Context: an optimization exercise on an open-source flow, tuned for a short achievable clock period and few clock cycles. The choices shown serve that exercise and are no tape-out recipe.
In this exercise RTL edits were held to simulation tests only and were not proved equivalent to the original.
Power is estimated from default activity; no workload was simulated.

[design/flow/config.mk]
export PLATFORM = sky130hd
export DESIGN_NAME = mp3_datapath
export DESIGN_NICKNAME = mp3_datapath
export VERILOG_FILES = /design/flow/design.v
export SDC_FILE = /design/flow/constraint.sdc
export NUM_CORES = 4
export LEC_CHECK = 0
export ABC_CLOCK_PERIOD_IN_PS = 4000
export CAP_MARGIN = 20
export CORE_MARGIN = 2
export CORE_UTILIZATION = 35
export CTS_CLUSTER_SIZE = 30
export SLEW_MARGIN = 20
[design/flow/constraint.sdc]
create_clock -name core_clock -period 15.0 [get_ports {clk}]
set_input_delay 3.0000 -clock core_clock [delete_from_list [all_inputs] [get_ports {clk}]]
set_output_delay 3.0000 -clock core_clock [all_outputs]
set_load 0.01 [all_outputs]
[design/flow/design.v]
package rv32i_types;
typedef enum bit [6:0] {
    op_lui   = 7'b0110111,  
    op_auipc = 7'b0010111,  
    op_jal   = 7'b1101111,  
    op_jalr  = 7'b1100111,  
    op_br    = 7'b1100011,  
    op_load  = 7'b0000011,  
    op_store = 7'b0100011,  
    op_imm   = 7'b0010011,  
    op_reg   = 7'b0110011,  
    op_csr   = 7'b1110011   
} rv32i_opcode;
typedef enum bit [2:0] {
    beq  = 3'b000,
    bne  = 3'b001,
    blt  = 3'b100,
    bge  = 3'b101,
    bltu = 3'b110,
    bgeu = 3'b111
} branch_funct3_t;
typedef enum bit [2:0] {
    lb  = 3'b000,
    lh  = 3'b001,
    lw  = 3'b010,
    lbu = 3'b100,
    lhu = 3'b101
} load_funct3_t;
typedef enum bit [2:0] {
    sb = 3'b000,
    sh = 3'b001,
    sw = 3'b010
} store_funct3_t;
typedef enum bit [2:0] {
    add  = 3'b000,  
    sll  = 3'b001,
    slt  = 3'b010,
    sltu = 3'b011,
    axor = 3'b100,
    sr   = 3'b101,  
    aor  = 3'b110,
    aand = 3'b111
} arith_funct3_t;
typedef enum bit [2:0] {
    alu_add = 3'b000,
    alu_sll = 3'b001,
    alu_sra = 3'b010,
    alu_sub = 3'b011,
    alu_xor = 3'b100,
    alu_srl = 3'b101,
    alu_or  = 3'b110,
    alu_and = 3'b111
} alu_ops;
typedef logic [31:0] rv32i_word;
typedef logic [4:0] rv32i_reg;
typedef logic [3:0] rv32i_mem_wmask;
typedef struct packed {
	rv32i_opcode opcode;
	alu_ops aluop;
	logic [2:0] regfilemux_sel;
	logic load_regfile;
	logic alumux1_sel; 
	logic [2:0] alumux2_sel;
	logic cmpmux_sel; 
	logic [1:0] memdatamux_sel;
	branch_funct3_t cmpop;
	rv32i_reg rd;
	logic [1:0] store_op;
	logic load_op;
	logic sign_sel;
	logic jalr_addr_sel;
	logic is_branch;
	logic is_jump;
	logic data_mem_read;
	logic data_mem_write;
	rv32i_reg rs1;
	rv32i_reg rs2;
	logic [7:0] bp_update_index;
} rv32i_control_word;
endpackage : rv32i_types
module register #(parameter width = 32)
(
    input clk,
    input rst,
    input load,
    input [width-1:0] in,
    output logic [width-1:0] out
);
logic [width-1:0] data;
always_ff @(posedge clk)
begin
    if (rst)
    begin
        data <= '0;
    end
    else if (load)
    begin
        data <= in;
    end
end
always_comb
begin
    out = data;
end
endmodule
module pc_register #(parameter width = 32)
(
    input clk,
    input rst,
    input load,
    input [width-1:0] in,
    output logic [width-1:0] out
);
logic [width-1:0] data;
always_ff @(posedge clk)
begin
    if (rst)
    begin
        data <= 32'h00000060;
    end
    else if (load)
    begin
        data <= in;
    end
end
always_comb
begin
    out = data;
end
endmodule
module regfile
(
    input clk,
    input load,
    input [31:0] in,
    input [4:0] src_a, src_b, dest,
    output logic [31:0] reg_a, reg_b
);
logic [31:0] data [32]  ;
always_ff @(posedge clk)
begin
    if (load && dest)
    begin
        data[dest] <= in;
    end
end
always_comb
begin
    reg_a = src_a ? data[src_a] : 0;
    reg_b = src_b ? data[src_b] : 0;
end
endmodule
module mux2 #(parameter width = 32)
(
	input sel,
	input [width-1:0] a, b,
	output logic [width-1:0] f
);
	always_comb
	begin
		if (sel == 0)
			f = a;
		else
			f = b;
	end
endmodule
module mux4 #(parameter width = 32)
(
	input logic [1:0] sel,
	input [width-1:0] a, b, c, d, 
	output logic [width-1:0] f
);
	always_comb
	begin
		if (sel == 0)
			f = a;
		else if (sel == 1)
			f = b;
		else if (sel == 2)
			f = c;
		else 
			f = d;		
	end
endmodule
module mux8 #(parameter width = 32)
(
	input logic [2:0] sel,
	input [width-1:0] a, b, c, d, aa, bb, cc, dd,
	output logic [width-1:0] f
);
	always_comb
	begin
		if (sel == 0)
			f = a;
		else if (sel == 1)
			f = b;
		else if (sel == 2)
			f = c;
		else if (sel == 3)
			f = d;
		else if (sel == 4)
			f = aa;
		else if (sel == 5)
			f = bb;
		else if (sel == 6)
			f = cc;
		else 
			f = dd;
	end
endmodule
import rv32i_types::*;
module alu
(
    input rv32i_types::alu_ops aluop,
    input [31:0] a, b,
    output logic [31:0] f
);
always_comb
begin
    case (aluop)
        alu_add:  f = a + b;
        alu_sll:  f = a << b[4:0];
        alu_sra:  f = $signed(a) >>> b[4:0];
        alu_sub:  f = a - b;
        alu_xor:  f = a ^ b;
        alu_srl:  f = a >> b[4:0];
        alu_or:   f = a | b;
        alu_and:  f = a & b;
    endcase
end
endmodule
import rv32i_types::*;
module cmp
(
	input rv32i_types::rv32i_word rs1,
	input rv32i_types::rv32i_word cmpmux,
	input rv32i_types::branch_funct3_t cmpop,
	output logic br_en
);
logic signed [31:0] rs1_signed;
logic signed [31:0] cmpmux_signed;
assign rs1_signed = $signed(rs1);
assign cmpmux_signed = $signed(cmpmux);
always_comb
begin
	br_en = 0;
	case(cmpop)
		beq: begin
			if (rs1 == cmpmux)
				br_en = 1;
		end
		bne: begin
			if (rs1 != cmpmux)
				br_en = 1;
		end
		blt: begin
			if (rs1_signed < cmpmux_signed)
				br_en = 1;
		end
		bge: begin
			if (rs1_signed >= cmpmux_signed)
				br_en = 1;
		end
		bltu: begin
			if (rs1 < cmpmux)
				br_en = 1;
		end
		bgeu: begin
			if (rs1 >= cmpmux)
				br_en = 1;
		end
	endcase
end
endmodule
import rv32i_types::*;
module forwarding_unit
(
	input rv32i_types::rv32i_reg rs1,
	input rv32i_types::rv32i_reg rs2,
	input rv32i_types::rv32i_reg mem_rd,
	input rv32i_types::rv32i_reg wb_rd,
	input rv32i_types::rv32i_reg decode_rs1,
	input rv32i_types::rv32i_reg decode_rs2,
	input rv32i_types::rv32i_opcode mem_opcode,
	input rv32i_types::rv32i_opcode wb_opcode,
	output logic [1:0] forwardA_sel,
	output logic [1:0] forwardB_sel,
	output logic decode_forwardA_sel,
	output logic decode_forwardB_sel
);
always_comb begin
	forwardA_sel = 2'b00;
	forwardB_sel = 2'b00;
	decode_forwardA_sel = 1'b0;
	decode_forwardB_sel = 1'b0;
	if( (wb_rd != 5'b0) && ((wb_opcode != op_store) && (wb_opcode != op_br)) ) begin
		forwardA_sel[1] = (rs1 == wb_rd);
		forwardB_sel[1] = (rs2 == wb_rd);
		decode_forwardA_sel = (decode_rs1 == wb_rd);
		decode_forwardB_sel = (decode_rs2 == wb_rd);
	end
	if( (mem_rd != 5'b0) && ((mem_opcode != op_store) && (mem_opcode != op_br)) ) begin
		forwardA_sel[0] = (rs1 == mem_rd);
		forwardB_sel[0] = (rs2 == mem_rd);
	end
end
endmodule
import rv32i_types::*;
module load_instr_block
(
	input rv32i_types::rv32i_word wb_mem_rdata,
	input rv32i_types::rv32i_word wb_alu_out,
	input logic wb_sign_sel,
	input logic wb_load_op,
	output rv32i_types::rv32i_word load_data_out
);
rv32i_types::rv32i_word lh_upper, lh_lower, lhu_upper, lhu_lower, lb_0, lb_1, lb_2, lb_3, lbu_0, lbu_1, lbu_2, lbu_3;
rv32i_types::rv32i_word load_half_signed_out, load_byte_signed_out, load_half_unsigned_out, load_byte_unsigned_out, load_signed_out, load_unsigned_out;
assign lh_upper = $signed(wb_mem_rdata[31:16]);
assign lh_lower = $signed(wb_mem_rdata[15:0]);
assign lhu_upper = {16'h0, wb_mem_rdata[31:16]};
assign lhu_lower = {16'h0, wb_mem_rdata[15:0]};	
assign lb_0 = $signed(wb_mem_rdata[7:0]);
assign lb_1 = $signed(wb_mem_rdata[15:8]);
assign lb_2 = $signed(wb_mem_rdata[23:16]);
assign lb_3 = $signed(wb_mem_rdata[31:24]);
assign lbu_0 = {24'h0, wb_mem_rdata[7:0]};
assign lbu_1 = {24'h0, wb_mem_rdata[15:8]};
assign lbu_2 = {24'h0, wb_mem_rdata[23:16]};
assign lbu_3 = {24'h0, wb_mem_rdata[31:24]};
mux2 load_half_signed
(
	.sel(wb_alu_out[1]),
	.a(lh_lower),
	.b(lh_upper),
	.f(load_half_signed_out)
);
mux4 load_byte_signed
(
	.sel(wb_alu_out[1:0]),
	.a(lb_0),
	.b(lb_1),
	.c(lb_2),
	.d(lb_3),
	.f(load_byte_signed_out)
);
mux2 load_half_unsigned
(
	.sel(wb_alu_out[1]),
	.a(lhu_lower),
	.b(lhu_upper),
	.f(load_half_unsigned_out)
);
mux4 load_byte_unsigned
(
	.sel(wb_alu_out[1:0]),
	.a(lbu_0),
	.b(lbu_1),
	.c(lbu_2),
	.d(lbu_3),
	.f(load_byte_unsigned_out)
);
mux2 load_signed
(
	.sel(wb_load_op),
	.a(load_half_signed_out),
	.b(load_byte_signed_out),
	.f(load_signed_out)
);
mux2 load_unsigned
(
	.sel(wb_load_op),
	.a(load_half_unsigned_out),
	.b(load_byte_unsigned_out),
	.f(load_unsigned_out)
);
mux2 load_instr_final
(
	.sel(wb_sign_sel),
	.a(load_signed_out),
	.b(load_unsigned_out),
	.f(load_data_out)
);
endmodule
import rv32i_types::*;
module mem_byte_enable_block
(
	input rv32i_types::rv32i_word mem_alu_out,
	input [1:0] mem_store_op,
	output logic [3:0] mem_byte_enable
);
logic [3:0] store_half_out;
logic [3:0] store_byte_out;
mux2 #(4) store_half
(
	.sel(mem_alu_out[1]),
	.a(4'b0011),
	.b(4'b1100),
	.f(store_half_out)
);
mux4 #(4) store_byte
(
	.sel(mem_alu_out[1:0]),
	.a(4'b0001),
	.b(4'b0010),
	.c(4'b0100),
	.d(4'b1000),
	.f(store_byte_out)
);
mux4 #(4) store_op
(
	.sel(mem_store_op),
	.a(4'b0000),
	.b(store_half_out),
	.c(store_byte_out),
	.d(4'b1111),
	.f(mem_byte_enable)
);
endmodule
import rv32i_types::*;
module control_rom
(
	input rv32i_types::rv32i_opcode opcode,
	input logic [2:0] funct3,
	input logic [6:0] funct7,
	input rv32i_types::rv32i_reg rd,
	input rv32i_types::rv32i_reg rs1,
	input rv32i_types::rv32i_reg rs2,
	input cache_hit,
	input rv32i_types::rv32i_opcode ex_opcode,
	input rv32i_types::rv32i_opcode mem_opcode,
	input rv32i_types::rv32i_reg prev_rd,
	input ex_br_en,
	input old_branch_hazard,
	input [7:0] bp_update_index,
	input [31:0] branch_target,
	input [31:0] id_pc,
	input [31:0] ex_pc,
	output rv32i_types::rv32i_control_word ctrl,
	output logic pipeline_continue ,
	output logic load_use_hazard,
	output logic branch_hazard,
	output logic pc_correction_sel
);
logic output_bubble;
logic [31:0] next_addr;
assign next_addr = ex_pc + 4;
always_comb begin
	output_bubble = 1'b0;
	branch_hazard = 1'b0;
	pc_correction_sel = 1'b0;
	if( ((ex_opcode == op_br) && (ex_br_en == 1'b1)) || (ex_opcode == op_jal) || (ex_opcode == op_jalr) ) begin
		if(id_pc != branch_target) begin
			output_bubble = 1'b1;
			branch_hazard = 1'b1;
		end
	end
	if( (ex_opcode == op_br) && (ex_br_en == 1'b0) ) begin
		if(id_pc != next_addr) begin
			output_bubble = 1'b1;
			branch_hazard = 1'b1;
			pc_correction_sel = 1'b1;
		end	
	end
	if(old_branch_hazard) begin
		output_bubble = 1'b1;
	end
end
always_comb
begin 
	pipeline_continue = cache_hit;
	load_use_hazard = 1'b1;
	ctrl.opcode = opcode;
	ctrl.load_regfile = 1'b0;
	ctrl.aluop = rv32i_types::alu_ops'(funct3);
	ctrl.cmpop = rv32i_types::branch_funct3_t'(funct3);
	ctrl.regfilemux_sel = 3'b0;
	ctrl.rd = rd;
	ctrl.rs1 = rs1;
	ctrl.rs2 = rs2;
	ctrl.alumux1_sel = 1'b0;
	ctrl.alumux2_sel = 3'b0;
	ctrl.cmpmux_sel = 1'b0;
	ctrl.memdatamux_sel = 2'b0;
	ctrl.store_op = 2'b0;
	ctrl.load_op = 1'b0;
	ctrl.sign_sel = 1'b0;
	ctrl.is_jump = 1'b0;
	ctrl.is_branch = 1'b0;
	ctrl.jalr_addr_sel = 1'b0;
	ctrl.data_mem_read = 1'b0;
	ctrl.data_mem_write = 1'b0;
	ctrl.bp_update_index = bp_update_index;
	case(opcode)
		op_lui: begin
			ctrl.regfilemux_sel = 3'b010;  
			ctrl.load_regfile = 1'b1;
		end 
		op_auipc: begin
			ctrl.aluop = alu_add;
			ctrl.alumux1_sel = 1'b1;
			ctrl.alumux2_sel = 3'b1;
			ctrl.load_regfile = 1'b1;  
		end
		op_jal: begin
			ctrl.aluop = alu_add;
			ctrl.is_jump = 1'b1;
			ctrl.alumux1_sel = 1'b1;
			ctrl.alumux2_sel = 3'b100;
			ctrl.regfilemux_sel = 3'b100;
			ctrl.load_regfile = 1'b1;
		end
		op_jalr: begin
			ctrl.aluop = alu_add;
			ctrl.is_jump = 1'b1;
			ctrl.regfilemux_sel = 3'b100;
			ctrl.load_regfile = 1'b1;
			ctrl.jalr_addr_sel = 1'b1;
		end
		op_br: begin
			ctrl.is_branch = 1'b1;
			ctrl.alumux1_sel = 1'b1;
			ctrl.alumux2_sel = 3'b010;
			ctrl.aluop = alu_add;
		end
		op_load: begin
			ctrl.data_mem_read = 1'b1;
			ctrl.aluop = alu_add;
			case(funct3)
				3'b000: begin
					ctrl.load_op = 1'b1; 
					ctrl.sign_sel = 1'b0;
					ctrl.regfilemux_sel = 3'b101;
				end 
				3'b001: begin
					ctrl.load_op = 1'b0;
					ctrl.sign_sel = 1'b0;
					ctrl.regfilemux_sel = 3'b101;
				end
				3'b010: begin
					ctrl.regfilemux_sel = 3'b011;
				end
				3'b100: begin
					ctrl.load_op = 1'b1;
					ctrl.sign_sel = 1'b1;
					ctrl.regfilemux_sel = 3'b101;
				end
				3'b101: begin
					ctrl.load_op = 1'b0;
					ctrl.sign_sel = 1'b1;
					ctrl.regfilemux_sel = 3'b101;
				end
				default: ;  
			endcase
			ctrl.load_regfile = 1'b1;
		end
		op_store: begin
			ctrl.data_mem_write = 1'b1;
			ctrl.aluop = alu_add;
			ctrl.alumux2_sel = 3'b011;
			case(funct3)
				3'b000: begin
					ctrl.memdatamux_sel = 2'b10;
					ctrl.store_op = 2'b10;
				end
				3'b001: begin
					ctrl.memdatamux_sel = 2'b01;
					ctrl.store_op = 2'b01;
				end
				3'b010: begin
					ctrl.store_op = 2'b11;
				end
				default: ;  
			endcase
		end
		op_imm: begin
			ctrl.load_regfile = 1'b1;
			case(funct3)
				3'b010: begin 
					ctrl.cmpop = blt;
					ctrl.cmpmux_sel = 1'b1;
					ctrl.regfilemux_sel = 3'b1;
				end
				3'b011: begin
					ctrl.cmpop = bltu;
					ctrl.cmpmux_sel = 1'b1;
					ctrl.regfilemux_sel = 3'b1;
				end
				3'b101: begin 
					case(funct7)
						7'b0000000: begin 
							ctrl.aluop = alu_srl;
						end
						7'b0100000: begin 
							ctrl.aluop = alu_sra;
						end 
						default:   ;
					endcase
				end
				default: ;   
			endcase
		end
		op_reg: begin
			ctrl.load_regfile = 1'b1;
			ctrl.alumux2_sel = 3'b101;
			case(funct3)
				3'b000: begin
					case(funct7)
						7'b0000000: begin 
							ctrl.aluop = alu_add;
						end 
						7'b0100000: begin 
							ctrl.aluop = alu_sub;
						end
						default:   ;
					endcase
				end 
				3'b010: begin 
					ctrl.cmpop = blt;
					ctrl.regfilemux_sel = 3'b1;
				end 
				3'b011: begin 	
					ctrl.cmpop = bltu;
					ctrl.regfilemux_sel = 3'b1;
				end 
				3'b101: begin 
					case(funct7) 
						7'b0000000: begin 
							ctrl.aluop = alu_srl;
						end 
						7'b0100000: begin
							ctrl.aluop = alu_sra;
						end 
						default:   ;
					endcase 
				end
				default: begin 
					ctrl.aluop = rv32i_types::alu_ops'(funct3);
				end 
			endcase
		end
		op_csr: ;  
		default: begin
			ctrl = 0;
		end 
	endcase
	if( (ex_opcode == op_load) && ((rs1 == prev_rd) || (rs2 == prev_rd)) ) begin
		load_use_hazard = 1'b0;
		ctrl.opcode = op_imm;
		ctrl.load_regfile = 1'b1;
		ctrl.aluop = alu_add;
		ctrl.cmpop = rv32i_types::branch_funct3_t'(3'b011);
		ctrl.regfilemux_sel = 3'b0;
		ctrl.rd = 5'b0;
		ctrl.rs1 = 5'b0;
		ctrl.rs2 = 5'b0;
		ctrl.alumux1_sel = 1'b0;
		ctrl.alumux2_sel = 3'b0;
		ctrl.cmpmux_sel = 1'b0;
		ctrl.memdatamux_sel = 2'b0;
		ctrl.store_op = 2'b0;
		ctrl.load_op = 1'b0;
		ctrl.sign_sel = 1'b0;
		ctrl.is_branch = 1'b0;
		ctrl.is_jump = 1'b0;
		ctrl.jalr_addr_sel = 1'b0;
		ctrl.data_mem_read = 1'b0;
		ctrl.data_mem_write = 1'b0;
	end
	if(output_bubble) begin
		ctrl.opcode = op_imm;
		ctrl.load_regfile = 1'b1;
		ctrl.aluop = alu_add;
		ctrl.cmpop = rv32i_types::branch_funct3_t'(3'b011);
		ctrl.regfilemux_sel = 3'b0;
		ctrl.rd = 5'b0;
		ctrl.rs1 = 5'b0;
		ctrl.rs2 = 5'b0;
		ctrl.alumux1_sel = 1'b0;
		ctrl.alumux2_sel = 3'b0;
		ctrl.cmpmux_sel = 1'b0;
		ctrl.memdatamux_sel = 2'b0;
		ctrl.store_op = 2'b0;
		ctrl.load_op = 1'b0;
		ctrl.sign_sel = 1'b0;
		ctrl.is_branch = 1'b0;
		ctrl.is_jump = 1'b0;
		ctrl.jalr_addr_sel = 1'b0;
		ctrl.data_mem_read = 1'b0;
		ctrl.data_mem_write = 1'b0;
	end
end
endmodule
module IF_ID_reg
(
	input clk,
	input rst,
	input logic load,
	input [31:0] if_pc_out,
	output logic [31:0] id_pc_out
);
register pc_out_reg
(	
	.clk(clk),
	.rst(rst),
	.load(load),
	.in(if_pc_out),
	.out(id_pc_out)
);
endmodule
import rv32i_types::*;
module ID_EX_reg
(
	input clk,
	input rst,
	input logic load,
	input logic hazard,
	input logic branch,
	input rv32i_types::rv32i_word id_pc_out,
	input rv32i_types::rv32i_control_word id_ctrl_word,
	input rv32i_types::rv32i_word id_rs1_out,
	input rv32i_types::rv32i_word id_rs2_out,
	input rv32i_types::rv32i_word id_i_imm,
	input rv32i_types::rv32i_word id_u_imm,
	input rv32i_types::rv32i_word id_b_imm,
	input rv32i_types::rv32i_word id_s_imm,
	input rv32i_types::rv32i_word id_j_imm,
	output rv32i_types::rv32i_word ex_pc_out, 
	output rv32i_types::rv32i_control_word ex_ctrl_word,
	output rv32i_types::rv32i_word ex_rs1_out,
	output rv32i_types::rv32i_word ex_rs2_out,
	output rv32i_types::rv32i_word ex_i_imm,
	output rv32i_types::rv32i_word ex_u_imm,
	output rv32i_types::rv32i_word ex_b_imm,
	output rv32i_types::rv32i_word ex_s_imm,
	output rv32i_types::rv32i_word ex_j_imm
);
logic [31:0] i_imm_out;
logic [31:0] pc_mux_out;
register pc_out_reg
(	
	.clk(clk),
	.rst(rst),
	.load(load),
	.in(pc_mux_out),
	.out(ex_pc_out)
);
register #(56) ctrl_word_reg  
(	
	.clk(clk),
	.rst(rst),
	.load(load),
	.in(id_ctrl_word),
	.out(ex_ctrl_word)
);
register rs1_out_reg
(	
	.clk(clk),
	.rst(rst),
	.load(load),
	.in(id_rs1_out),
	.out(ex_rs1_out)
);
register rs2_out_reg
(	
	.clk(clk),
	.rst(rst),
	.load(load),
	.in(id_rs2_out),
	.out(ex_rs2_out)
);
register i_imm_reg
(	
	.clk(clk),
	.rst(rst),
	.load(load),
	.in(i_imm_out),
	.out(ex_i_imm)
);
register u_imm_reg
(	
	.clk(clk),
	.rst(rst),
	.load(load),
	.in(id_u_imm),
	.out(ex_u_imm)
);
register b_imm_reg
(	
	.clk(clk),
	.rst(rst),
	.load(load),
	.in(id_b_imm),
	.out(ex_b_imm)
);
register s_imm_reg
(	
	.clk(clk),
	.rst(rst),
	.load(load),
	.in(id_s_imm),
	.out(ex_s_imm)
);
register j_imm_reg
(	
	.clk(clk),
	.rst(rst),
	.load(load),
	.in(id_j_imm),
	.out(ex_j_imm)
);
mux2 i_imm_mux
(
	.sel(hazard),
	.a(32'b0),
	.b(id_i_imm),
	.f(i_imm_out)
);
mux2 pc_mux
(
	.sel(~hazard | branch),
	.a(id_pc_out),
	.b(32'b0),
	.f(pc_mux_out)
);
endmodule
import rv32i_types::*;
module EX_MEM_reg
(
	input clk,
	input rst,
	input logic load,
	input rv32i_types::rv32i_word ex_pc_out,
	input rv32i_types::rv32i_control_word ex_ctrl_word,
	input rv32i_types::rv32i_word ex_alu_out,
	input logic ex_br_en,
	input rv32i_types::rv32i_word ex_mem_wdata,
	input rv32i_types::rv32i_word ex_u_imm,
	output rv32i_types::rv32i_word mem_pc_out, 
	output rv32i_types::rv32i_control_word mem_ctrl_word,
	output rv32i_types::rv32i_word mem_alu_out,
	output logic mem_br_en,
	output rv32i_types::rv32i_word mem_mem_wdata,
	output rv32i_types::rv32i_word mem_u_imm
);
register pc_out_reg
(	
	.clk(clk),
	.rst(rst),
	.load(load),
	.in(ex_pc_out),
	.out(mem_pc_out)
);
register #(56) ctrl_word_reg  
(	
	.clk(clk),
	.rst(rst),
	.load(load),
	.in(ex_ctrl_word),
	.out(mem_ctrl_word)
);
register alu_out_reg
(	
	.clk(clk),
	.rst(rst),
	.load(load),
	.in(ex_alu_out),
	.out(mem_alu_out)
);
register #(1) br_en_reg
(	
	.clk(clk),
	.rst(rst),
	.load(load),
	.in(ex_br_en),
	.out(mem_br_en)
);
register mem_wdata_reg
(	
	.clk(clk),
	.rst(rst),
	.load(load),
	.in(ex_mem_wdata),
	.out(mem_mem_wdata)
);
register u_imm_reg
(	
	.clk(clk),
	.rst(rst),
	.load(load),
	.in(ex_u_imm),
	.out(mem_u_imm)
);
endmodule
import rv32i_types::*;
module MEM_WB_reg
(
	input clk,
	input rst,
	input logic load,
	input rv32i_types::rv32i_word mem_pc_out,
	input rv32i_types::rv32i_control_word mem_ctrl_word,
	input rv32i_types::rv32i_word mem_alu_out,
	input logic mem_br_en,
	input rv32i_types::rv32i_word mem_u_imm,
	output rv32i_types::rv32i_word wb_pc_out, 
	output rv32i_types::rv32i_control_word wb_ctrl_word,
	output rv32i_types::rv32i_word wb_alu_out,
	output logic wb_br_en,
	output rv32i_types::rv32i_word wb_u_imm
);
register pc_out_reg
(	
	.clk(clk),
	.rst(rst),
	.load(load),
	.in(mem_pc_out),
	.out(wb_pc_out)
);
register #(56) ctrl_word_reg  
(	
	.clk(clk),
	.rst(rst),
	.load(load),
	.in(mem_ctrl_word),
	.out(wb_ctrl_word)
);
register alu_out_reg
(	
	.clk(clk),
	.rst(rst),
	.load(load),
	.in(mem_alu_out),
	.out(wb_alu_out)
);
register #(1) br_en_reg
(	
	.clk(clk),
	.rst(rst),
	.load(load),
	.in(mem_br_en),
	.out(wb_br_en)
);
register u_imm_reg
(	
	.clk(clk),
	.rst(rst),
	.load(load),
	.in(mem_u_imm),
	.out(wb_u_imm)
);
endmodule
module mp3_datapath
(
	input clk,
	input rst,
	input logic [31:0] data_mem_rdata,
	input logic [31:0] instr_mem_rdata,
	input cache_hit,
	output logic [31:0] instr_mem_addr,
	output logic [31:0] data_mem_addr,
	output logic [3:0] data_mem_byte_en,
	output logic [31:0] data_mem_wdata,
	output logic data_mem_read,
	output logic data_mem_write
);
localparam int BI = 5;               
localparam int NB = 1 << BI;         
localparam int TL = BI + 2;          
localparam int TH = 15;              
localparam int TW = TH - TL + 1;
localparam logic [6:0] OP_LUI   = 7'b0110111;
localparam logic [6:0] OP_AUIPC = 7'b0010111;
localparam logic [6:0] OP_JAL   = 7'b1101111;
localparam logic [6:0] OP_JALR  = 7'b1100111;
localparam logic [6:0] OP_BR    = 7'b1100011;
localparam logic [6:0] OP_LOAD  = 7'b0000011;
localparam logic [6:0] OP_STORE = 7'b0100011;
localparam logic [6:0] OP_IMM   = 7'b0010011;
localparam logic [6:0] OP_REG   = 7'b0110011;
logic [31:0] pc_f;
logic          btb_v   [NB];
logic [1:0]    btb_ctr [NB];
logic [TW-1:0] btb_tag [NB];
logic [15:2]   btb_tgt [NB];    
logic          btb_ret [NB];
logic [31:0]   ras;
logic        f2_v;
logic [31:0] f2_pc, f2_pn;
logic        f2_hit, f2_tk;
logic [1:0]  f2_ctr;
logic        use_ibuf;
logic [31:0] ibuf;
logic        d_v;
logic [31:0] d_ir, d_pc, d_pn;
logic        d_hit, d_tk;
logic [1:0]  d_ctr;
logic        e_v;
logic [4:0]  e_rd;
logic        e_wr, e_load, e_store, e_br, e_jal, e_jalr, e_pre_sel, e_sub, e_sra;
logic [2:0]  e_f3;
logic [31:0] e_a, e_b, e_sd, e_pre, e_pc, e_pc4, e_tgt, e_pn;
logic [2:0]  e_fa, e_fb, e_fs;
logic [8:0]  e_sel9;        
logic [8:0]  e_sela, e_sels;  
logic [8:0]  e_rs;          
logic        e_eq_tgt, e_eq_pc4;
logic        e_hit, e_ret;
logic [1:0]  e_ctr;
logic        m_v, m_wr, m_load;
logic [4:0]  m_rd;
logic [31:0] m_res;
logic [2:0]  m_f3;
logic        w_v, w_wr, w_load;
logic [4:0]  w_rd;
logic [31:0] w_res;
logic [2:0]  w_f3;
logic [1:0]  w_a;
logic        w2_we;
logic [4:0]  w2_rd;
logic [31:0] w2_res;
logic          u_we, u_tgt_we, u_valid, u_ret, u_jalr;
logic [BI-1:0] u_idx;
logic [TW-1:0] u_tag;
logic [15:2]   u_tgt;
logic [1:0]    u_ctr;
logic [31:0] rf [32];
logic [BI-1:0] f_idx;
logic          f_hit, f_taken;
logic [31:0]   f_pn;
logic [1:0]    f_ctr;
assign instr_mem_addr = pc_f;
assign f_idx = pc_f[TL-1:2];
assign f_hit = btb_v[f_idx] && (btb_tag[f_idx] == pc_f[TH:TL]);
assign f_ctr = btb_ctr[f_idx];
assign f_taken = f_hit && f_ctr[1];
assign f_pn = f_taken ? (btb_ret[f_idx] ? ras : {pc_f[31:16], btb_tgt[f_idx], 2'b00}) : pc_f + 32'd4;
logic [31:0] f2_ins;
assign f2_ins = use_ibuf ? ibuf : instr_mem_rdata;
logic [6:0]  d_op;
logic [2:0]  d_f3;
logic [4:0]  d_rs1, d_rs2, d_rdf;
logic        d_lui, d_auipc, d_jal, d_jalr, d_br, d_load, d_store, d_imm, d_reg;
logic        d_use1, d_use2, d_wr;
logic [31:0] d_iimm, d_simm, d_bimm, d_uimm, d_jimm, d_imm_v;
logic [31:0] d_tgt, d_pc4, d_pre, d_auipc_v;
logic [31:0] d_r1, d_r2;
logic [2:0]  d_fa, d_fb;
logic        d_hz;
assign d_op  = d_ir[6:0];
assign d_f3  = d_ir[14:12];
assign d_rs1 = d_ir[19:15];
assign d_rs2 = d_ir[24:20];
assign d_rdf = d_ir[11:7];
assign d_lui   = d_op == OP_LUI;
assign d_auipc = d_op == OP_AUIPC;
assign d_jal   = d_op == OP_JAL;
assign d_jalr  = d_op == OP_JALR;
assign d_br    = d_op == OP_BR;
assign d_load  = d_op == OP_LOAD;
assign d_store = d_op == OP_STORE;
assign d_imm   = d_op == OP_IMM;
assign d_reg   = d_op == OP_REG;
assign d_use1 = d_jalr | d_br | d_load | d_store | d_imm | d_reg;
assign d_use2 = d_br | d_store | d_reg;
assign d_wr   = (d_rdf != 5'd0) & (d_lui | d_auipc | d_jal | d_jalr | d_load | d_imm | d_reg);
assign d_iimm = {{21{d_ir[31]}}, d_ir[30:20]};
assign d_simm = {{21{d_ir[31]}}, d_ir[30:25], d_ir[11:7]};
assign d_bimm = {{20{d_ir[31]}}, d_ir[7], d_ir[30:25], d_ir[11:8], 1'b0};
assign d_uimm = {d_ir[31:12], 12'h000};
assign d_jimm = {{12{d_ir[31]}}, d_ir[19:12], d_ir[20], d_ir[30:21], 1'b0};
assign d_imm_v = d_store ? d_simm : d_iimm;
logic [31:0] d_off;
assign d_off = d_jal ? d_jimm : d_bimm;
assign d_tgt = d_pc + d_off;
function automatic logic addeq(input logic [31:0] a, input logic [31:0] b, input logic [31:0] c);
	logic [31:0] x, g, ok;
	x = a ^ b;
	g = a & b;
	ok[0] = x[0] == c[0];
	for (int i = 1; i < 32; i++)
		ok[i] = (x[i] ^ c[i]) == (g[i-1] | (x[i-1] & ~c[i-1]));
	addeq = &ok;
endfunction
assign d_pc4 = d_pc + 32'd4;
assign d_auipc_v = d_pc + d_uimm;
assign d_pre = d_lui ? d_uimm : (d_auipc ? d_auipc_v : d_pc4);
function automatic logic [31:0] dval(input logic [4:0] rs, input logic [31:0] rfv);
	if (rs == 5'd0) dval = 32'd0;
	else if (m_v && m_wr && m_rd == rs) dval = m_res;
	else if (w_v && w_wr && w_rd == rs) dval = w_res;
	else if (w2_we && w2_rd == rs) dval = w2_res;
	else dval = rfv;
endfunction
logic [31:0] d_rf1, d_rf2;
assign d_rf1 = rf[d_rs1];
assign d_rf2 = rf[d_rs2];
assign d_r1 = dval(d_rs1, d_rf1);
assign d_r2 = dval(d_rs2, d_rf2);
function automatic logic [2:0] fwd_sel(input logic [4:0] rs);
	if (rs != 5'd0 && e_v && e_wr && e_rd == rs) fwd_sel = 3'b001;
	else if (rs != 5'd0 && !(m_v && m_wr && m_rd == rs) && w_v && w_wr && w_load && w_rd == rs) fwd_sel = 3'b010;
	else fwd_sel = 3'b100;
endfunction
assign d_fa = fwd_sel(d_rs1);
assign d_fb = fwd_sel(d_rs2);
logic [2:0] d_fbx;
logic       d_sub;
logic [8:0] d_rs;
assign d_sub = d_reg & d_ir[30] & (d_f3 == 3'b000);
always_comb begin
	d_rs = 9'd0;
	if (d_lui | d_auipc | d_jal | d_jalr) d_rs[8] = 1'b1;
	else d_rs[d_f3] = 1'b1;
end
assign d_fbx = (d_use2 & ~d_store) ? d_fb : 3'b100;
function automatic logic ld_dep(input logic [4:0] rs);
	ld_dep = (rs != 5'd0) &&
	       ((e_v && e_load && e_rd == rs) || (m_v && m_load && m_rd == rs));
endfunction
assign d_hz = d_v && ((d_use1 && ld_dep(d_rs1)) || (d_use2 && ld_dep(d_rs2)));
logic d_ret;
assign d_ret = d_jalr && d_rdf == 5'd0 && d_ir[31:20] == 12'd0;
logic        d_redir;
logic [31:0] d_rtgt, d_pn2;
assign d_redir = d_v && !d_tk && (d_jal || (d_br && d_ir[31]) || d_ret);
assign d_rtgt  = d_ret ? ras : d_tgt;
assign d_pn2   = d_redir ? d_rtgt : d_pn;
logic [31:0] x_a, x_b, x_sd;
logic [31:0] x_sum, x_bn, x_res, x_sll, x_sr;
logic        x_lt, x_ltu, x_eq, x_cond, x_taken;
logic        x_jeq, x_mis;
logic        mis_t, mis_n;    
logic [31:0] x_redir;
logic [31:0] x_wdata;
logic [3:0]  x_be;
function automatic logic [31:0] fwd(input logic [31:0] r, input logic [2:0] s);
	fwd = ({32{s[0]}} & m_res) | ({32{s[1]}} & w2_res) | ({32{s[2]}} & r);
endfunction
assign x_a  = fwd(e_a, e_fa);
assign x_b  = fwd(e_b, e_fb);
assign x_sd = fwd(e_sd, e_fs);
logic [2:0][31:0] src_a, src_b;
logic [8:0][31:0] suma9, sums9;
logic [8:0]       eq9, lt9, ltu9;
assign src_a[0] = m_res;
assign src_a[1] = w2_res;
assign src_a[2] = e_a;
assign src_b[0] = m_res;
assign src_b[1] = w2_res;
assign src_b[2] = e_b;
always_comb begin
	for (int i = 0; i < 3; i++)
		for (int j = 0; j < 3; j++) begin
			suma9[3*i+j] = src_a[i] + src_b[j];
			sums9[3*i+j] = src_a[i] - src_b[j];
			eq9[3*i+j]  = src_a[i] == src_b[j];
			lt9[3*i+j]  = $signed(src_a[i]) < $signed(src_b[j]);
			ltu9[3*i+j] = src_a[i] < src_b[j];
		end
	x_sum = 32'd0;
	for (int k = 0; k < 9; k++) x_sum = x_sum | ({32{e_sela[k]}} & suma9[k]) | ({32{e_sels[k]}} & sums9[k]);
	x_eq  = |(e_sel9 & eq9);
	x_lt  = |(e_sel9 & lt9);
	x_ltu = |(e_sel9 & ltu9);
end
assign x_sll = x_a << x_b[4:0];
logic [31:0] x_sra, x_srl;
assign x_sra = $signed(x_a) >>> x_b[4:0];
assign x_srl = x_a >> x_b[4:0];
assign x_sr  = e_sra ? x_sra : x_srl;
assign x_res = ({32{e_rs[0]}} & x_sum) |
               ({32{e_rs[1]}} & x_sll) |
               ({32{e_rs[2]}} & {31'd0, x_lt}) |
               ({32{e_rs[3]}} & {31'd0, x_ltu}) |
               ({32{e_rs[4]}} & (x_a ^ x_b)) |
               ({32{e_rs[5]}} & x_sr) |
               ({32{e_rs[6]}} & (x_a | x_b)) |
               ({32{e_rs[7]}} & (x_a & x_b)) |
               ({32{e_rs[8]}} & e_pre);
always_comb begin
	case (e_f3)
		3'b000: x_cond = x_eq;
		3'b001: x_cond = ~x_eq;
		3'b100: x_cond = x_lt;
		3'b101: x_cond = ~x_lt;
		3'b110: x_cond = x_ltu;
		default: x_cond = ~x_ltu;
	endcase
end
logic [31:0] jx, jg;
logic [31:1] jok;
assign jx = x_a ^ x_b;
assign jg = x_a & x_b;
always_comb begin
	jok[1] = (jx[1] ^ e_pn[1]) == jg[0];
	for (int i = 2; i < 32; i++)
		jok[i] = (jx[i] ^ e_pn[i]) == (jg[i-1] | (jx[i-1] & ~e_pn[i-1]));
end
assign x_jeq = &jok;
assign x_taken = e_jal | e_jalr | (e_br & x_cond);
logic x_mis_j;
assign x_mis   = x_taken ? mis_t : mis_n;
assign x_mis_j = e_v & e_jalr & ~x_jeq;
assign x_redir = x_taken ? e_tgt : e_pc4;
always_comb begin
	case (e_f3[1:0])
		2'b00: begin x_wdata = {4{x_sd[7:0]}};  x_be = 4'b0001 << x_sum[1:0]; end
		2'b01: begin x_wdata = {2{x_sd[15:0]}}; x_be = x_sum[1] ? 4'b1100 : 4'b0011; end
		default: begin x_wdata = x_sd;          x_be = 4'b1111; end
	endcase
end
logic [31:0] l_sh, l_val;
assign l_sh = data_mem_rdata >> {w_a, 3'b000};
always_comb begin
	case (w_f3)
		3'b000: l_val = {{24{l_sh[7]}}, l_sh[7:0]};
		3'b001: l_val = {{16{l_sh[15]}}, l_sh[15:0]};
		3'b100: l_val = {24'd0, l_sh[7:0]};
		3'b101: l_val = {16'd0, l_sh[15:0]};
		default: l_val = data_mem_rdata;
	endcase
end
logic redirect, stall;
logic pend;
logic [31:0] p_tgt;
assign redirect = x_mis | pend;
logic [31:0] pc_norm, pc_t, pc_n, pc_next;
always_comb begin
	if (pend) pc_norm = p_tgt;
	else if (stall) pc_norm = pc_f;
	else if (d_redir) pc_norm = d_rtgt;
	else pc_norm = f_pn;
end
assign mis_t = e_v & ~pend & ~e_jalr & ~e_eq_tgt;
assign mis_n = e_v & ~pend & ~e_jalr & ~e_eq_pc4;
assign pc_t = mis_t ? e_tgt : pc_norm;
assign pc_n = mis_n ? e_pc4 : pc_norm;
assign pc_next = x_taken ? pc_t : pc_n;
assign stall = d_hz;
always_ff @(posedge clk) begin
	if (rst) begin
		pc_f <= 32'h00000060;
		f2_v <= 1'b0;
		use_ibuf <= 1'b0;
		d_v <= 1'b0;
		e_v <= 1'b0;
		m_v <= 1'b0;
		w_v <= 1'b0;
		w2_we <= 1'b0;
		u_we <= 1'b0;
		pend <= 1'b0;
		data_mem_read <= 1'b0;
		data_mem_write <= 1'b0;
	end else if (cache_hit) begin
		pend <= x_mis_j & ~pend;
		pc_f <= pc_next;
		if (redirect) begin
			f2_v <= 1'b0;
			use_ibuf <= 1'b0;
			d_v <= 1'b0;
		end else if (stall) begin
			if (f2_v && !use_ibuf) use_ibuf <= 1'b1;
		end else if (d_redir) begin
			f2_v <= 1'b0;
			use_ibuf <= 1'b0;
			d_v <= 1'b0;
		end else begin
			f2_v <= 1'b1;
			use_ibuf <= 1'b0;
			d_v <= f2_v;
		end
		e_v <= d_v & ~stall & ~redirect;
		m_v <= e_v & ~pend;
		w_v <= m_v;
		w2_we <= w_v & w_wr;
		u_we <= e_v & ~pend & ((e_br | e_jal | e_jalr) ? (x_taken | e_hit) : e_hit);
		data_mem_read <= e_v & ~pend & e_load;
		data_mem_write <= e_v & ~pend & e_store;
	end
end
always_ff @(posedge clk) begin
	if (cache_hit) begin
		if (stall && f2_v && !use_ibuf) ibuf <= instr_mem_rdata;
		if (d_v && !stall && (d_jal || d_jalr) && d_rdf != 5'd0) ras <= d_pc4;
		if (!stall) begin
			f2_pc  <= pc_f;
			f2_pn  <= f_pn;
			f2_hit <= f_hit;
			f2_tk  <= f_taken;
			f2_ctr <= f_ctr;
			d_ir  <= f2_ins;
			d_pc  <= f2_pc;
			d_pn  <= f2_pn;
			d_hit <= f2_hit;
			d_tk  <= f2_tk;
			d_ctr <= f2_ctr;
		end
		e_rd      <= d_rdf;
		e_wr      <= d_wr;
		e_load    <= d_load;
		e_store   <= d_store;
		e_br      <= d_br;
		e_jal     <= d_jal;
		e_jalr    <= d_jalr;
		e_pre_sel <= d_lui | d_auipc | d_jal | d_jalr;
		e_sub     <= d_sub;
		e_sra     <= d_ir[30];
		e_f3      <= d_f3;
		e_a       <= d_r1;
		e_b       <= d_use2 & ~d_store ? d_r2 : d_imm_v;
		e_sd      <= d_r2;
		e_fa      <= d_fa;
		e_fb      <= d_fbx;
		for (int i = 0; i < 3; i++)
			for (int j = 0; j < 3; j++) begin
				e_sel9[3*i+j] <= d_fa[i] & d_fbx[j];
				e_sela[3*i+j] <= d_fa[i] & d_fbx[j] & ~d_sub;
				e_sels[3*i+j] <= d_fa[i] & d_fbx[j] & d_sub;
			end
		e_rs      <= d_rs;
		e_fs      <= d_fb;
		e_pre     <= d_pre;
		e_pc      <= d_pc;
		e_pc4     <= d_pc4;
		e_tgt     <= d_tgt;
		e_pn      <= d_pn2;
		e_eq_tgt  <= d_redir | addeq(d_pc, d_off, d_pn);
		e_eq_pc4  <= d_redir ? (d_off == 32'd4) : addeq(d_pc, 32'd4, d_pn);
		e_hit     <= d_hit;
		e_ret     <= d_ret;
		e_ctr     <= d_ctr;
		m_wr   <= e_wr;
		m_load <= e_load;
		m_rd   <= e_rd;
		m_res  <= x_res;
		m_f3   <= e_f3;
		data_mem_addr    <= x_sum;
		data_mem_wdata   <= x_wdata;
		data_mem_byte_en <= x_be;
		w_wr   <= m_wr;
		w_load <= m_load;
		w_rd   <= m_rd;
		w_res  <= m_res;
		w_f3   <= m_f3;
		w_a    <= data_mem_addr[1:0];
		w2_rd  <= w_rd;
		w2_res <= w_load ? l_val : w_res;
		u_idx    <= e_pc[TL-1:2];
		u_tag    <= e_pc[TH:TL];
		p_tgt    <= {x_sum[31:1], 1'b0};
		u_tgt    <= e_tgt[15:2];
		u_jalr   <= e_jalr;
		u_tgt_we <= x_taken;
		u_valid  <= e_br | e_jal | e_jalr;
		u_ret    <= e_ret;
		if (e_jal | e_jalr)
			u_ctr <= 2'b11;
		else if (!e_hit)
			u_ctr <= 2'b10;
		else if (x_taken)
			u_ctr <= (e_ctr == 2'b11) ? 2'b11 : e_ctr + 2'b01;
		else
			u_ctr <= (e_ctr == 2'b00) ? 2'b00 : e_ctr - 2'b01;
	end
end
always_ff @(posedge clk) begin
	if (w2_we) rf[w2_rd] <= w2_res;
end
always_ff @(posedge clk) begin
	if (rst) begin
		for (int i = 0; i < NB; i++) btb_v[i] <= 1'b0;
	end else if (u_we) begin
		btb_ctr[u_idx] <= u_ctr;
		if (u_tgt_we || !u_valid) begin
			btb_v[u_idx]   <= u_valid;
			btb_tag[u_idx] <= u_tag;
			btb_tgt[u_idx] <= u_jalr ? p_tgt[15:2] : u_tgt;
			btb_ret[u_idx] <= u_ret;
		end
	end
end
endmodule
[design/flow/flow/run.sh]
#!/bin/bash
# Standard ORFS layout; repair_timing aims for setup slack well beyond the
# clock period's needs so the achieved period is pushed down.
set -euo pipefail
bash standard.sh SETUP_SLACK_MARGIN=11 finish > flow_make.log 2>&1
[design/flow/standard.sh]
#!/bin/bash
# synth_recipe.tcl (not shown) runs the flow's synth.tcl, then flattens the netlist and writes it again
# the make line also repeats each setting of config.mk as NAME=value (left out here)
make -C /OpenROAD-flow-scripts/flow DESIGN_CONFIG=/design/flow/config.mk WORK_HOME=/design/flow/orfs CLKGATE_MAP_FILE= SYNTH_SCRIPT=/design/flow/synth_recipe.tcl "${@:-finish}"
==> notes.md, run 1 <==
- The count of routing violations after the opening detailed-route iteration is 16,700.
- The combined buffer and inverter count along the critical path is 5.
- The arrival time at the worst endpoint is 5.69 ns.
- Counting the buffers created by CTS gives 302.
- The final wirelength is 614,000 um.
- Entering global routing, the biggest net connects 74 pins.
- The area growth from synthesis to layout is 22.9%.
- The shortest period the worst path allows is 4.89 ns.
- The fraction of the yosys area taken by sequential cells is 53.8%.
- For this design, the sink count on the clock tree is 2,703.
- The die area is 434,000 um2.
- The worst slack on hold paths is 0.373 ns.
- The clock passes through at most 4 buffers.
- STA classifies the critical path endpoint as a flop.
- Synthesis handed over a netlist of 11,300 instances.
- The cell repeated most along the worst path is sky130_fd_sc_hd__mux4_2.
- The critical path class is flop to flop.
- Traced cell by cell, the critical path runs through buf_12, buf_16, mux4_2, mux4_2, nand2b_4, mux4_2, a21oi_2, or4b_4, or3_4, buf_6, clkbuf_16, buf_4, nor3_4, a21oi_4, o32ai_2, a311o_1, a21oi_2, o31a_1.
- Measured against its own limit, the worst slew margin works out to 15.6%.
- The endpoint required time on the critical path is 15.80 ns.
- The path type of the worst min-delay path is flop to flop.
- The most numerous cell in the Yosys netlist is sky130_fd_sc_hd__edfxtp_1.
- For this design the total switching power over the nets is 0.00656 W.
- The footprint of the flip-flops and latches is 80,800 um2.
- After detailed routing, the number of vias per cell comes to 6.20.
- The number of global-route vias before repair is 106,000.
- The final hold violation count is 0.
- By count the netlist is led by sky130_fd_sc_hd__edfxtp_1, sky130_fd_sc_hd__nor2_1, sky130_fd_sc_hd__mux4_2, sky130_fd_sc_hd__a21oi_1, sky130_fd_sc_hd__nand2_1.
- The delay contributed by the slowest stage of the critical path is 0.54 ns.
- In this design, the largest share of critical-path delay is due to multiplexers.
- The largest driver fanout on the critical path is 6.
- Routability-driven placement finished with a final weighted congestion of 1.02.
- The number of nets with antenna violations after routing is 0.
- Counting flops and latches in the post-synthesis netlist gives 2,703.
- After routing, the total negative slack on setup checks comes to 0 ns.
- After synthesis, the share of flip-flops with an asynchronous set or reset is 0%.
- Of the total power, the clock network draws 34.3%.
- The share of total power dissipated in combinational logic is 24.8%.
- The DRC violation count after routing is 0.
- For this run, the leading register cell type out of synthesis is sky130_fd_sc_hd__edfxtp_1.
- The aggregate global routing overflow is 0.
- On the final layout, the worst clock skew is 0.110 ns.
- The first global-routing pass estimated 837,000 um of wire.
- Setup violations remaining at the end of the flow were counted as 0.
- The largest individual stage delay along the critical path comes from the cell sky130_fd_sc_hd__mux4_2.
- The net count after synthesis is 12,000.
- The number of rows in the core area is 240.
- Of the available clock period, the critical path in the final layout requires 32.6%.
- After synthesis, the mean cell area works out to 13.2 um2.
- In this run the standard cell core region covers 427,000 um2.
- The die is 658 um tall.
- In this run the cell area of the synthesized design comes to 150,000 um2.
- The tool flagged a number of max-cap violations equal to 0.
- The leakage dissipation is 63.3 nW.
- Input and output buffers added on the ports amount to 168.
- The global router's overall resource usage is 27.2%.
- The TritonCTS clock tree is yes.
- At the pin with the least slew margin, the transition time is 1.26 ns.
- For this design the ratio of total power to cell area is 116 nW/um2.
- In this run the clock root is driven by a sky130_fd_sc_hd__clkbuf_16.
- The run finished with no timing, DRC or antenna violations.
- The cell taking the most area after synthesis is sky130_fd_sc_hd__edfxtp_1.
- The final routed wire length divided by cell count is 33.9 um.
- At the end of the flow, the number of nets in the layout was 12,900.
- The filler cells instantiated in the layout total 38,600.
- Yosys mapped a number of flops with a built-in enable equal to 2,645.
- The internal power is 0.0148 W.
- IR analysis of the VDD net gives a maximum drop of 0.112 mV.
- The clock tree synthesis step divided the H-tree into 5 levels.
- The initial antenna violation count is 37.
- Net switching is 30.7% of the power.
- Summed over its instances, the top area cell type makes up 53.0% of the synthesized netlist area.
- The startpoint type of the worst setup path is a flop.
- Ranked by total cell area, the synthesized netlist is headed by sky130_fd_sc_hd__edfxtp_1, sky130_fd_sc_hd__mux4_2, sky130_fd_sc_hd__ha_1, sky130_fd_sc_hd__a21oi_1, sky130_fd_sc_hd__nor2_1.
- The initial core utilization is 35.1%.
- The iteration count of the initial detailed-routing pass is 11.
- The count of warnings emitted by yosys is 1.
- Static timing analysis puts the maximum clock frequency at 0.204 GHz.
- In this run the count of I/O pins placed on the die edge is 169.
- The source-to-sink clock delay at the later pin of the worst-skew pair is 1.00 ns.
- Setup repair after global routing could not meet its margin everywhere.
- The area of the multi-input gates is 71,600 um2.
- The count of distinct cell types in the synthesized netlist is 83.
- Once detailed placement completed, the half-perimeter wirelength came to 399,000 um.
- For this block, the via count after detailed routing is 112,000.
- The die is 658 um wide.
- Clock-pin slew was measured on the worst setup and hold paths at 0.06 ns.
- The max-slew violation count is 0.
- The fraction of power consumed by sequential logic is 40.9%.
- Cells with a size suffix above 1 make up 29.8% of the layout.
-- cell families (layout without fill, tap and decap cells) --
group           after synthesis  in the layout  share of synthesized area, %
compound gates             2546           2546                          11.2
simple gates               2507           2511                          7.73
flops                      2703           2703                          53.8
mux                        1177           1177                          15.3
buf+inv                    1210           2266                          3.06
xor+xnor                    550            550                          3.21
other cells                   0             13                             0
fa+ha+maj                   636            636                          5.68
-- timing repair --
action                                  4_1_cts  5_1_grt
pin swaps                                   294      256
gates cloned                                 45       11
buffers inserted                            497      194
resized for setup                          1725      453
endpoints found under the setup margin     1718      565
hold buffers                                  0        0
-- routing by layer --
layer	global-route usage [%]	up-vias	share of wire, %
met3	5.42	1671	10
met4	16.4	20	7.6
met5	0	-	0.022
met1	35.7	57100	38
met2	41.7	7338	44
li1	-	46100	-
-- cell type report --
type / instances / share of cell area, %
repair buffers: 1244 / 7.17
inverters: 484 / 1.02
repair inverters: 1 / 0.00408
clock inverters: 162 / 0.859
multi-input cells: 7420 / 38.9
well taps: 5687 / 3.86
diodes: 13 / 0.0177
clock buffers: 375 / 4.33
flip-flops and latches: 2703 / 43.8
-- final timing paths --
kind / end / slack, ns / cells after the start / startpoint
worst max-delay path: pc_f[23] / 10.11 / 18 / flop
worst min-delay path: d_pc[12] / 0.37 / 0 / f2_pc[12]
worst min register to register: d_pc[12] / 0.37 / 0 / f2_pc[12]
worst max register to register: pc_f[23] / 10.11 / 18 / flop
-- stage by stage --
step           util [%]  cell area, um2  total power [W]  instances  worst slack, ns
2_1_floorplan         -          151000           0.0115      11300             8.92
3_3_place_gp       37.4          160000           0.0131      16800             8.15
3_5_place_dp       37.4          160000           0.0131      16800             8.10
4_1_cts            42.2          180000           0.0210      17900            10.16
5_1_grt            43.1          184000           0.0220      18100            10.04
6_report           43.1          184000           0.0214      18100            10.11
-- state kept, by name, indices dropped and copies added, names as in the netlist, 64 cells and up, named ones only --
register and count:
btb_ctr 64, btb_tag 288, rf 1024, btb_tgt 448
-- worst reg2reg max path: stages (launching register included) --
cell,delay (ns)
sky130_fd_sc_hd__dfxtp_4,0.46
sky130_fd_sc_hd__buf_12,0.15
sky130_fd_sc_hd__buf_16,0.13
sky130_fd_sc_hd__mux4_2,0.51
sky130_fd_sc_hd__mux4_2,0.48
sky130_fd_sc_hd__nand2b_4,0.15
sky130_fd_sc_hd__mux4_2,0.54
sky130_fd_sc_hd__a21oi_2,0.14
sky130_fd_sc_hd__or4b_4,0.48
sky130_fd_sc_hd__or3_4,0.38
sky130_fd_sc_hd__buf_6,0.16
sky130_fd_sc_hd__clkbuf_16,0.16
sky130_fd_sc_hd__buf_4,0.15
sky130_fd_sc_hd__nor3_4,0.15
sky130_fd_sc_hd__a21oi_4,0.05
sky130_fd_sc_hd__o32ai_2,0.21
sky130_fd_sc_hd__a311o_1,0.17
sky130_fd_sc_hd__a21oi_2,0.06
sky130_fd_sc_hd__o31a_1,0.26
-- power groups by stage --
stage,clock (W),sequential [W],combinational (W)
final,0.00733,0.00874,0.00531
after CTS,0.00741,0.00874,0.00489
after global placement,0,0.00896,0.00417
after global routing,0.00769,0.00874,0.00552
after detailed placement,0,0.00896,0.00416
after floorplan,0,0.00885,0.00269
-- layout by cell type (no fill, tap or decap), types with 316 or more instances in the layout --
cell / count
sky130_fd_sc_hd__a21oi_1: 622
sky130_fd_sc_hd__buf_4: 731
sky130_fd_sc_hd__clkbuf_16: 316
sky130_fd_sc_hd__edfxtp_1: 2645
sky130_fd_sc_hd__ha_1: 418
sky130_fd_sc_hd__inv_1: 433
sky130_fd_sc_hd__mux4_2: 886
sky130_fd_sc_hd__nand2_1: 634
sky130_fd_sc_hd__nor2_1: 779
sky130_fd_sc_hd__o21ai_0: 321
sky130_fd_sc_hd__xnor2_1: 349
Testbench counts, summed over its fixed seeds: cycles 66,023.
==> inputs of run 2 (changes only) <==
--- a/design/flow/design.v
+++ b/design/flow/design.v
@@ -967,7 +967,7 @@
 localparam int BI = 5;               
 localparam int NB = 1 << BI;         
 localparam int TL = BI + 2;          
-localparam int TH = 15;              
+localparam int TH = 10;              
 localparam int TW = TH - TL + 1;
 localparam logic [6:0] OP_LUI   = 7'b0110111;
 localparam logic [6:0] OP_AUIPC = 7'b0010111;
@@ -1034,7 +1034,10 @@
 assign f_hit = btb_v[f_idx] && (btb_tag[f_idx] == pc_f[TH:TL]);
 assign f_ctr = btb_ctr[f_idx];
 assign f_taken = f_hit && f_ctr[1];
-assign f_pn = f_taken ? (btb_ret[f_idx] ? ras : {pc_f[31:16], btb_tgt[f_idx], 2'b00}) : pc_f + 32'd4;
+logic [31:0]   f_btb, f_pc4;
+assign f_btb = btb_ret[f_idx] ? ras : {pc_f[31:16], btb_tgt[f_idx], 2'b00};
+assign f_pc4 = pc_f + 32'd4;
+assign f_pn = f_taken ? f_btb : f_pc4;
 logic [31:0] f2_ins;
 assign f2_ins = use_ibuf ? ibuf : instr_mem_rdata;
 logic [6:0]  d_op;
@@ -1226,12 +1229,16 @@
 logic [31:0] p_tgt;
 assign redirect = x_mis | pend;
 logic [31:0] pc_norm, pc_t, pc_n, pc_next;
+logic [31:0] pc_other;
+logic        f_use;
 always_comb begin
-	if (pend) pc_norm = p_tgt;
-	else if (stall) pc_norm = pc_f;
-	else if (d_redir) pc_norm = d_rtgt;
-	else pc_norm = f_pn;
+	if (pend) pc_other = p_tgt;
+	else if (stall) pc_other = pc_f;
+	else if (d_redir) pc_other = d_rtgt;
+	else pc_other = f_pc4;
 end
+assign f_use = f_taken & ~pend & ~stall & ~d_redir;
+assign pc_norm = f_use ? f_btb : pc_other;
 assign mis_t = e_v & ~pend & ~e_jalr & ~e_eq_tgt;
 assign mis_n = e_v & ~pend & ~e_jalr & ~e_eq_pc4;
 assign pc_t = mis_t ? e_tgt : pc_norm;
@@ -1252,6 +1259,9 @@
 		pend <= 1'b0;
 		data_mem_read <= 1'b0;
 		data_mem_write <= 1'b0;
+		data_mem_addr <= 32'd0;
+		data_mem_wdata <= 32'd0;
+		data_mem_byte_en <= 4'd0;
 	end else if (cache_hit) begin
 		pend <= x_mis_j & ~pend;
 		pc_f <= pc_next;
@@ -1277,6 +1287,9 @@
 		u_we <= e_v & ~pend & ((e_br | e_jal | e_jalr) ? (x_taken | e_hit) : e_hit);
 		data_mem_read <= e_v & ~pend & e_load;
 		data_mem_write <= e_v & ~pend & e_store;
+		data_mem_addr    <= x_sum;
+		data_mem_wdata   <= x_wdata;
+		data_mem_byte_en <= x_be;
 	end
 end
 always_ff @(posedge clk) begin
@@ -1335,9 +1348,6 @@
 		m_rd   <= e_rd;
 		m_res  <= x_res;
 		m_f3   <= e_f3;
-		data_mem_addr    <= x_sum;
-		data_mem_wdata   <= x_wdata;
-		data_mem_byte_en <= x_be;
 		w_wr   <= m_wr;
 		w_load <= m_load;
 		w_rd   <= m_rd;
--- a/design/flow/config.mk
+++ b/design/flow/config.mk
@@ -9,5 +9,4 @@
 export CAP_MARGIN = 20
 export CORE_MARGIN = 2
 export CORE_UTILIZATION = 35
-export CTS_CLUSTER_SIZE = 30
 export SLEW_MARGIN = 20
==> notes.md, run 2 <==
- The cell with the biggest individual delay on the critical path is sky130_fd_sc_hd__nor4_4.
- The net total in the final layout is 13,100.
- The leakage dissipation is 63.1 nW.
- The initial core utilization is 35.2%.
- The synthesized design devotes to its leading area cell type 49.9% of total area.
- Data on the critical path arrives at its endpoint at 5.81 ns.
- In this run the core area contains 237 standard-cell rows.
- Setup violations remaining at the end of the flow were counted as 0.
- After synthesis, the cell types taking the most area are sky130_fd_sc_hd__edfxtp_1, sky130_fd_sc_hd__mux4_2, sky130_fd_sc_hd__ha_1, sky130_fd_sc_hd__nor2_1, sky130_fd_sc_hd__a21oi_1.
- The final routed wire length divided by cell count is 36.7 um.
- In this run, synthesis produced a sequential element count of 2,564.
- The detailed router used layers up to and including met5.
- After technology mapping, the gate count stands at 11,600.
- The number of global-route vias before repair came to 109,000.
- The register with the most flip-flops in the layout has 1,024 of them.
- The routed metal-1 wirelength is 255,000 um.
- In this run the remaining antenna-violating nets after routing total 0.
- The initial antenna violation count is 45.
- By count the netlist is led by sky130_fd_sc_hd__edfxtp_1, sky130_fd_sc_hd__nor2_1, sky130_fd_sc_hd__mux4_2, sky130_fd_sc_hd__a21oi_1, sky130_fd_sc_hd__nand2_1.
- The summed instance area of the synthesized netlist is 147,000 um2.
- The startpoint type of the worst setup path is a flop.
- The region available for standard cell placement spans 417,000 um2.
- The first global-routing pass estimated 900,000 um of wire.
- The most numerous cell in the Yosys netlist is sky130_fd_sc_hd__edfxtp_1.
- The total power is 0.0213 W.
- The TritonCTS clock tree is yes.
- The worst slack after detailed placement is 7.98 ns.
- The clock skew is 0.0604 ns.
- The final period utilization is 33.4%.
- The largest registers in the layout are rf: 1024 flops, btb_tgt: 448 flops, btb_tag: 128 flops.
- For the pin with the worst max-slew slack, the measured transition is 1.21 ns.
- The count of placed standard cells including taps is 16,800.
- Detailed placement finished with a half-perimeter wire length of 444,000 um.
- Entering global routing, the biggest net connects 127 pins.
- The clock transition at the register clock pins on the worst setup and hold paths after CTS is 0.08 ns.
- The largest vdd supply drop is 0.129 mV.
- Ranked by flip-flop count, first place goes to rf.
- The routability congestion estimate from global placement is 1.02.
- The combined buffer and inverter count along the critical path is 8.
- In the synthesized netlist the dominant register cell turns out to be sky130_fd_sc_hd__edfxtp_1.
- After detailed routing, the total wire length is 667,000 um.
- The synthesized design contains 2,438 enable-type register cells.
- The max-slew violation count came to 0.
- At the worst endpoint, the required time is 15.80 ns.
- The count of routing violations after the opening detailed-route iteration is 17,100.
- The relative contribution of the clock network to total power is 33.9%.
- The max-slew headroom at the worst pin is 19.6%.
- The worst setup margin is 9.99 ns.
- The critical path class is flop to flop.
- After detailed routing, the met3 layer carries 70,100 um of wire.
- The count of warnings emitted by yosys is 1.
- The path type of the worst min-delay path is flop to flop.
- The number of clock buffers added by TritonCTS is 288.
- Leaving out fill and tap cells, the most frequent cell in the layout is sky130_fd_sc_hd__edfxtp_1.
- The post-synthesis to final-layout area growth is 24.5%.
- In this run the vertical extent of the chip is 651 um.
- The die area is 424,000 um2.
- Summed over all nets, the switching power comes to 0.00681 W.
- The average cell area after synthesis is 12.7 um2.
- The fraction of final layout cells with drive strength greater than 1 is 30.2%.
- STA classifies the critical path endpoint as a flop.
- Along the worst path, the maximum fanout reaches 13.
- Net switching is 32.0% of the power.
- During I/O placement, the number of pins put on the boundary was 169.
- The setup TNS is 0 ns.
- The flow ran to the end and the layout has no timing, DRC or antenna violations.
- The met2 layer wire length in the routed design is 292,000 um.
- The kind of cell adding the most delay to the critical path is simple AND/OR/NAND/NOR gates.
- The max-cap check violation count is 0.
- The CTS H-tree depth is 5.
- The signal on the critical path passes through buf_4, inv_1, ha_4, nand2_1, nor4_4, nand4_1, o41ai_2, buf_4, or4_1, a21oi_2, mux2i_1, o32a_1, buf_4, nand4_4, buf_6, buf_6, o21ai_4, buf_12, clkbuf_16, o22a_1, a32o_1.
- Counting along the longest clock path gives a buffer depth of 4.
- The part of the power in combinational logic is 27.2%.
- The aggregate global routing overflow is 0.
- The shortest period the worst path allows is 5.01 ns.
- In this run, flip-flops and latches consume 38.8% of the power.
- In the layout the commonest cells are sky130_fd_sc_hd__edfxtp_1, sky130_fd_sc_hd__nor2_1, sky130_fd_sc_hd__mux4_2, sky130_fd_sc_hd__buf_4, sky130_fd_sc_hd__nand2_1.
- The cell taking the most area after synthesis is sky130_fd_sc_hd__edfxtp_1.
- In this run the tool buffered the top-level ports with 168 buffer cells.
- For this design the ratio of total power to cell area is 117 nW/um2.
- The final hold violation count is 0.
- The fraction of the yosys area taken by sequential cells is 51.6%.
- The later pin in the worst-skew pair is clocked with a latency of 0.96 ns.
- The hold-fix buffer count after cts is 0.
- Before antenna repair, the detailed router went through 10 iterations.
- For this run, the top clock speed supported by timing is 0.200 GHz.
- The count of distinct cell types in the synthesized netlist is 98.
- Setup repair after global routing could not meet its margin everywhere.
- The clock net sink count is 2,564.
- In the synthesized netlist the async set-or-reset flop fraction comes to 0%.
- Clock tree synthesis selected as its root buffer the cell sky130_fd_sc_hd__clkbuf_16.
- The final cell count without fillers is 18,200.
- The cell that appears most often on the critical path is sky130_fd_sc_hd__buf_4.
- After detailed routing, the number of vias per cell comes to 6.34.
- The internal power is 0.0145 W.
- The floorplan die width is 651 um.
- In this design, the stage delay of the slowest critical-path cell is 0.50 ns.
- The DRC violation count after routing is 0.
- The routed via count is 115,000.
- Counting every net in the synthesized netlist gives 12,300.
- For this run, the total global-route usage over all layers was measured as 30.2%.
-- run 2: cell types whose count changed after synthesis, moves of 22 or more --
cell,previous run,this run
sky130_fd_sc_hd__or3_1,43,68
sky130_fd_sc_hd__nor2_1,907,992
sky130_fd_sc_hd__a221oi_1,88,64
sky130_fd_sc_hd__mux2i_1,184,206
sky130_fd_sc_hd__edfxtp_1,2645,2438
sky130_fd_sc_hd__nand2_1,660,695
sky130_fd_sc_hd__clkbuf_1,560,598
sky130_fd_sc_hd__dfxtp_1,58,126
sky130_fd_sc_hd__a21oi_1,757,733
sky130_fd_sc_hd__mux4_2,886,844
sky130_fd_sc_hd__o21ai_0,441,516
sky130_fd_sc_hd__inv_1,471,495
-- run 2: stage by stage --
step | utilization (%) | area [um2] | hold WS (ns)
2_1_floorplan | - | 148000 | 0.400
3_3_place_gp | 37.6 | 157000 | 0.400
3_5_place_dp | 37.6 | 157000 | 0.405
4_1_cts | 42.7 | 178000 | 0.402
5_1_grt | 43.8 | 182000 | 0.410
6_report | 43.8 | 183000 | 0.402
-- run 2: per-layer routing --
metal | track usage, % | vias up
li1 | - | 46900
met1 | 40.1 | 58800
met2 | 45.6 | 7555
met3 | 6.08 | 1705
met4 | 18.0 | 40
met5 | 0 | -
-- run 2: area by class of cell --
cell class | instances | area, um2
repair buffers | 1307 | 14800
clock buffers | 363 | 7770
multi-input cells | 7747 | 73300
repair inverters | 4 | 31.3
diodes | 22 | 55.1
clock inverters | 150 | 1630
inverters | 508 | 2010
well taps | 5497 | 6880
fillers | 37700 | 234000
flip-flops and latches | 2564 | 76100
-- run 2: cells by family after synthesis --
| logic type | Yosys count | synth area share, % |
|---|---|---|
| AOI/OAI and AO/OA | 2702 | 12.3 |
| muxes | 1149 | 15.1 |
| xor gates and xnor gates | 533 | 3.18 |
| DFF | 2564 | 51.6 |
| buffers and inverters | 1283 | 3.36 |
| and+or+nand+nor | 2703 | 8.57 |
| adders and majority gates | 638 | 5.82 |
-- run 2: path summary, 6_finish.rpt --
path / from / end / slack (ns) / cells past startpoint
worst max-delay path: m_res[9] / flop / 9.99 / 21
worst min register to register: f2_pn[6] / d_pn[6] / 0.40 / 0
worst min-delay path: f2_pn[6] / d_pn[6] / 0.40 / 0
worst max register to register: m_res[9] / flop / 9.99 / 21
-- run 2: what timing repair did --
item,CTS,global route
gates resized for setup,1838,396
pin swaps,264,224
gates cloned,83,23
endpoints found under the setup margin,1540,525
setup buffers,500,206
-- run 2: worst reg2reg max path: stages (launching register included) --
cell and delay, ns:
sky130_fd_sc_hd__edfxtp_1 0.33, sky130_fd_sc_hd__buf_4 0.24, sky130_fd_sc_hd__inv_1 0.13, sky130_fd_sc_hd__ha_4 0.40
sky130_fd_sc_hd__nand2_1 0.22, sky130_fd_sc_hd__nor4_4 0.50, sky130_fd_sc_hd__nand4_1 0.42, sky130_fd_sc_hd__o41ai_2 0.14
sky130_fd_sc_hd__buf_4 0.22, sky130_fd_sc_hd__or4_1 0.14, sky130_fd_sc_hd__a21oi_2 0.06, sky130_fd_sc_hd__mux2i_1 0.16
sky130_fd_sc_hd__o32a_1 0.38, sky130_fd_sc_hd__buf_4 0.15, sky130_fd_sc_hd__nand4_4 0.21, sky130_fd_sc_hd__buf_6 0.15
sky130_fd_sc_hd__buf_6 0.09, sky130_fd_sc_hd__o21ai_4 0.08, sky130_fd_sc_hd__buf_12 0.17, sky130_fd_sc_hd__clkbuf_16 0.17
sky130_fd_sc_hd__o22a_1 0.22, sky130_fd_sc_hd__a32o_1 0.28
-- run 2: power by group through the flow --
stage | sequential, W | clock, W | combinational [W]
floorplan | 0.00838 | 0 | 0.00280
global placement | 0.00849 | 0 | 0.00457
detailed placement | 0.00849 | 0 | 0.00455
CTS | 0.00827 | 0.00728 | 0.00536
global route | 0.00827 | 0.00754 | 0.00601
finish | 0.00827 | 0.00722 | 0.00580
Testbench counts of run 2, summed over its fixed seeds: cycles 66,023.

[port drivers added, routing unchanged]
The results above use ideal ports. As a check the final layouts listed here were re-extracted and re-timed, cells and wires unchanged.
Step 1, drivers: a clkbuf_16 drives clk and a buf_2 each remaining input, both assumed.
Step 2 moves the port delays by t, midway between the first and last clock arrival at a register: inputs arrive t later, outputs are due t later. That takes back most of the time a late clock gives input paths.
Slacks: no drivers / after step 1 / after step 2; pairs: no drivers / after step 1.
| run | t, ns | setup slack, ns | worst setup path after step 2 |
|---|---|---|---|
| run 1 | 1.057 | 10.108 / 10.108 / 9.418 | input to register |
| run 2 | 1.034 | 9.989 / 9.989 / 9.827 | input to register |
After both steps setup and hold are still met in every run listed. For run 1, which loses most, drivers alone change the setup slack by 0.000 ns; drivers and shift together by -0.690 ns.
